What follows belongs to an exercise in optimizing a design on an open flow for small area, a short achievable clock period and few clock cycles per item; a production flow would make more cautious choices.
Function was checked by simulation only, so behaviour that the tests miss may differ from the original.
No activity file was given, so power comes from the tool's default toggle rates.

## build 96
Design SME, start of the top module:
module SME(clk,reset,chardata,isstring,ispattern,valid,match,match_index);
input clk;
input reset;
input [7:0] chardata;
input isstring;
input ispattern;
output match;
output [4:0] match_index;
output valid;
localparam space = 8'h20;
localparam first = 8'h5E;
localparam last  = 8'h24;
localparam dot   = 8'h2E;
localparam star  = 8'h2A;
reg         isstr_r, isstr_rr;
reg         ispat_r, ispat_rr;
reg  [7:0]  chr_r;               
reg         tStar_r, tDot_r, tLast_r, tFirst_r;
reg  [7:0]  str_r [31:0];
reg  [5:0]  strCnt_r;
reg  [32:0] act_r;
reg         hasStar_r;
reg         frozen_r;
reg  [4:0]  off_r;               
reg  [5:0]  pos_r;
reg         any_r;
reg         fin_r;
reg         valid_r, match_r;
reg  [4:0]  matchIdx_r;
assign valid = valid_r;
assign match = match_r;
assign match_index = matchIdx_r;
integer q;
wire inFirst = (chardata == first);
wire inLast  = (chardata == last);
always @(posedge clk) begin
  ...
Size in the first run: roughly 1,300 cells after synthesis, about 19 I/O pins, about 15,000 µm² of cells after synthesis.
Settings: LEC_CHECK=0, ABC_CLOCK_PERIOD_IN_PS=2000, CAP_MARGIN=20, CORE_MARGIN=2, CORE_UTILIZATION=70, CTS_BUF_LIST=sky130_fd_sc_hd__clkbuf_8, SETUP_SLACK_MARGIN=2.8, SLEW_MARGIN=20; clock period 5.0 ns.
run.sh (not shown) runs the stock make flow with config.mk's settings and CLKGATE_MAP_FILE= SYNTH_SCRIPT=/design/flow/synth_recipe.tcl, a recipe that flattens the netlist after the stock synthesis.
Testbench counts of build 96, summed over its fixed seeds: cycles 25,363, patterns 1,963.
Modified inputs, build 75 compared to build 96
Settings: CORE_UTILIZATION now 60, was 70; SETUP_SLACK_MARGIN now 3.2, was 2.8; ABC_CLOCK_PERIOD_IN_PS now 1500, was 2000; CTS_BUF_LIST no longer set, was sky130_fd_sc_hd__clkbuf_8.
### Flow results
Looking only at number of buffers inserted during clock tree synthesis, and setting everything else aside, the higher value of build 75 and build 96 goes to build 96.
Between build 75 and build 96, final critical-path setup slack is higher for build 75, build 96 comes in under that.
Going from build 96 to build 75, power rose about 5%, highest ir drop seen on vdd fell about 15%, slew at the pin with the worst max-slew slack fell 0.15 ns, sum of met3 wire segment lengths after detailed routing rose about 50%.
Diff build 75 and build 96: minimum period implied by the final worst setup slack higher in build 96
Run comparison: build 96 critical path capture point act_r[26]; build 75 critical path capture point act_r[23]
Build 75 and build 96 all finish clean.
Delta (build 75 minus build 96): total internal power increased by 0.23 mW relative to the old numbers, layout-stage area growth over the synthesis result increased by 15 points relative to the old numbers.
Build 75: via count about 9% above build 96
Edits applied to the flow inputs when going from build 75 to build 80:
Settings: a deleted SETUP_SLACK_MARGIN that had been 3.2; a deleted ABC_CLOCK_PERIOD_IN_PS that had been 1500; a change of CORE_UTILIZATION from 60 to 40.
==> run notes <==
Summary of build 80 over build 75: power after layout went down; placer's final routability congestion estimate has decreased. Going from build 75 to build 80, total area of multi-input combinational cells lower, wire length of the first global-routing pass lower, number of buffers other than clock buffers in the final layout lower, post-CTS resize count lower. First-iteration DRC count: build 80 < build 75. Compared with build 75, build 80 shows least setup slack across all paths after layout lower by 0.76 ns. Build 80 against build 75; layout clock buffer count is up by a few percent. Going from build 75 to build 80, portion of total power attributed to sequential cells grows by 0.8 points. Amount of wire on met3 after detailed routing (higher): build 75.
## Diff of input files: build 73 against build 80
Settings: setting ABC_CLOCK_PERIOD_IN_PS to 2000 for the first time; changing CORE_UTILIZATION from 40 to 60; setting SETUP_SLACK_MARGIN to 2.8 for the first time.
Findings:
Number of placed instances, taps included in build 73 is 10% below build 80.
Total power went down slightly going from build 80 to build 73.
Latest clock arrival within the worst-skew pair for build 73 is lower than for build 80.
~same final area in build 73 and build 80
The inputs of build 63 differ from those of build 73 as listed below.
Settings: putting CTS_BUF_LIST at sky130_fd_sc_hd__clkbuf_8 where nothing was set; putting CTS_CLUSTER_SIZE at 20 where nothing was set; putting CTS_CLUSTER_DIAMETER at 60 where nothing was set.
Results
- Build 63 -> build 73: final antenna-violating net count delta 0, exact match
- Diff build 73..build 63 | routed length on met2 | negligible
- Looking at post-route met1 wirelength across build 63 and build 73, the one that comes out higher is build 63.
- Build 73 has a higher routed wire length than build 63.
- Taking build 73 as the reference point, the number of clock buffers inserted by TritonCTS of build 63 falls by 8.


== lagoon ==
Another version of the RTL of SME (not shown whole).
For scale: ~19 I/O pins, about 15000 sq um of cells after synthesis.
clock: 5.0 ns
lec_check: 0
cap_margin: 20
core_margin: 2
core_utilization: 60
cts_buf_list: sky130_fd_sc_hd__clkbuf_16
cts_cluster_diameter: 70
cts_cluster_size: 30
place_density: 0.75
setup_slack_margin: 2.8
slew_margin: 20
The flow did not stop early for lagoon: all stages ran, and the layout cleared the timing, design-rule and antenna checks.
Testbench counts of lagoon, summed over its fixed seeds: cycles 25,363, patterns 1,963.
--- input diff lagoon..zinc ---
Settings: removing PLACE_DENSITY (formerly 0.75); changing CTS_CLUSTER_DIAMETER from 70 to 50; changing CTS_CLUSTER_SIZE from 30 to 20; changing SETUP_SLACK_MARGIN from 2.8 to 3.0.
--- outcome ---
- Summary of the comparison: setup slack is higher in zinc, relative to lagoon.
- For final area, dividing the value from zinc by the value from lagoon gives 1.05.
- Worst-margin pin slew (zinc over lagoon): increase, 0.26 ns
- Delta(post-cts resize count, zinc - lagoon) > 0
- zinc vs. lagoon: number of stages on the worst setup path went up 1; proportion of power drawn by the clock network went up 8.2 points; power went up about 16%.
- Synthesized area essentially unchanged between zinc and lagoon.
#### Input delta (amber over zinc)
Settings: SETUP_SLACK_MARGIN changed from 3.0 to 2.8; CTS_CLUSTER_SIZE changed from 20 to 30; CTS_CLUSTER_DIAMETER changed from 50 to 70.
==> flow/flow/run.sh (new file) <==
#!/bin/bash
# The standard layout, with the port buffers made as plain buf_4 cells
# instead of the delay-type buffer the placer picks by default.
set -euo pipefail
export BUFFER_PORTS_ARGS="-buffer_cell sky130_fd_sc_hd__buf_4"
bash standard.sh > layout.log 2>&1
==> flow/standard.sh (new file) <==
#!/bin/bash
# synth_recipe.tcl (not shown) runs the flow's synth.tcl, then flattens the netlist and writes it again
# the make line also repeats each setting of config.mk as NAME=value (left out here)
make -C /OpenROAD-flow-scripts/flow DESIGN_CONFIG=/design/flow/config.mk WORK_HOME=/design/flow/orfs CLKGATE_MAP_FILE= SYNTH_SCRIPT=/design/flow/synth_recipe.tcl "${@:-finish}"
removed: flow/run.sh
--- outcome ---
amber: PASS, flow complete, no timing, DRC or antenna violations. Xor/xnor share of the synthesized area came out exactly the same in zinc and amber. On post-CTS setup buffer count: amber sits below zinc. Between amber and zinc, the count of multi-input gates figures differ only marginally. zinc → amber: proportion of power drawn by combinational gates now larger; part of the power in the clock network now smaller; sequential share of power now larger. Compared with zinc, amber shows a ratio of final minimum period to clock period that is 0.39 points higher. zinc -> amber: delay of the slowest critical-path stage flat. Weighted congestion reported at the end of routability-driven placement delta for amber relative to zinc: 0.0054 higher. amber vs. zinc: hold slack picked up an extra 0.011 ns, sum of internal, switching and leakage power went down.
### amber -> ember
Settings: CTS_CLUSTER_DIAMETER now 60, was 70; CTS_CLUSTER_SIZE now 24, was 30.
==> flow/run.sh (new file) <==
#!/bin/bash
# synth_recipe.tcl (not shown) runs the flow's synth.tcl, then flattens the netlist and writes it again
# the make line also repeats each setting of config.mk as NAME=value (left out here)
make -C /OpenROAD-flow-scripts/flow DESIGN_CONFIG=/design/flow/config.mk WORK_HOME=/design/flow/orfs CLKGATE_MAP_FILE= SYNTH_SCRIPT=/design/flow/synth_recipe.tcl finish
removed: flow/flow/run.sh
removed: flow/standard.sh
Findings:
Compare ember and amber | clock group share of total power lower: amber. Worst-case reg-to-reg path depth (lower): amber. Sort ember and amber by critical path depth, descending, and ember comes first. ember ended up with a lower ratio of final minimum period to clock period than amber did. Taking amber as the reference, in ember post-layout instance area rose by 2.1%; area used by multi-input combinational logic essentially unchanged; routed wire length lost about 0.33%.
Input changes introduced in garnet (baseline for comparison: ember):
Settings: CTS_CLUSTER_DIAMETER: 60 -> 70; CTS_CLUSTER_SIZE: 24 -> 30; GPL_ROUTABILITY_DRIVEN: unset -> 0.
Findings:
- Higher part of the power in the clock network among garnet and ember: ember
- Compared ember against garnet; die boundary height within noise.
- Maximum clock frequency ended up 0.014 GHz lower on garnet than on ember.
- Looking at number of design-rule violations left by the first detailed-router iteration, garnet sits about 22% higher than ember does.
- Compared to ember, the router laid down more metal wire for garnet.
- On half-perimeter wire length after detailed placement, garnet and ember are basically level.
- The run showing the smaller multi-input combinational cell area is ember.
- garnet ends up with a cell area that is 220 sq um lower than in ember.
- garnet vs. ember: setup slack lower; total power density per cell area now smaller.
diff inputs: garnet => tundra
Settings: CAP_MARGIN: 20 -> 5; GPL_ROUTABILITY_DRIVEN: 0 -> unset; SLEW_MARGIN: 20 -> 5.
### Flow results
The setup slack of tundra is larger than that of garnet. Compared with garnet, in tundra relative contribution of the clock network to total power went up 0.2 points; non-clock buffer count now larger; global-route usage went up by 0.34 points; effective utilization at floorplan essentially unchanged; wire length of the first global-routing pass increased about 0.64%. Signed area change from the synthesized netlist to the final layout for tundra: 0.37 points down relative to garnet. Utilization on tundra is down relative to garnet. Between garnet and tundra, the final hold slack figures differ only marginally. Library cell contributing the largest single delay on the critical path = sky130_fd_sc_hd__or4_4: garnet; library cell contributing the largest single delay on the critical path = sky130_fd_sc_hd__dfxtp_1: tundra.

-- static timing again, ports no longer ideal --
In the flow no input, the clock included, has a driving cell. The finished layouts below were timed again as built, in two steps.
Step 1 sets driving cells, clkbuf_16 on the clock port and buf_2 on the other inputs (assumed; they add their load-dependent delay and slew).
Step 2, shift: input delay + t, output delay - t, t = (earliest + latest rising clock arrival at the registers) / 2. This alone moves slack from input paths to output paths.
a / b / c = no drivers / after step 1 / after step 2; a / b = the first two.
| run | t (ns) | setup WS [ns] | latest minus earliest clock arrival (ns) |
|---|---|---|---|
| build 96 | 0.625 | 2.809 / 2.809 / 2.416 | 0.027 / 0.027 |
| build 75 | 0.559 | 3.018 / 3.001 / 2.742 | 0.018 / 0.018 |
| build 80 | 0.581 | 2.262 / 2.262 / 2.036 | 0.013 / 0.013 |
| build 73 | 0.559 | 2.853 / 2.838 / 2.435 | 0.024 / 0.024 |
| build 63 | 0.643 | 2.801 / 2.801 / 2.481 | 0.033 / 0.033 |
| lagoon | 0.575 | 2.750 / 2.750 / 2.522 | 0.023 / 0.023 |
| zinc | 0.562 | 2.784 / 2.784 / 2.538 | 0.027 / 0.027 |
| amber | 0.569 | 2.764 / 2.764 / 2.764 | 0.033 / 0.032 |
| ember | 0.591 | 2.809 / 2.788 / 2.504 | 0.023 / 0.023 |
| garnet | 0.569 | 2.741 / 2.741 / 2.511 | 0.024 / 0.025 |
| tundra | 0.569 | 2.842 / 2.793 / 2.517 | 0.033 / 0.033 |
After both steps every run listed still meets setup and hold. For build 73, which loses most, drivers alone change the setup slack by -0.015 ns; drivers and shift together by -0.418 ns.
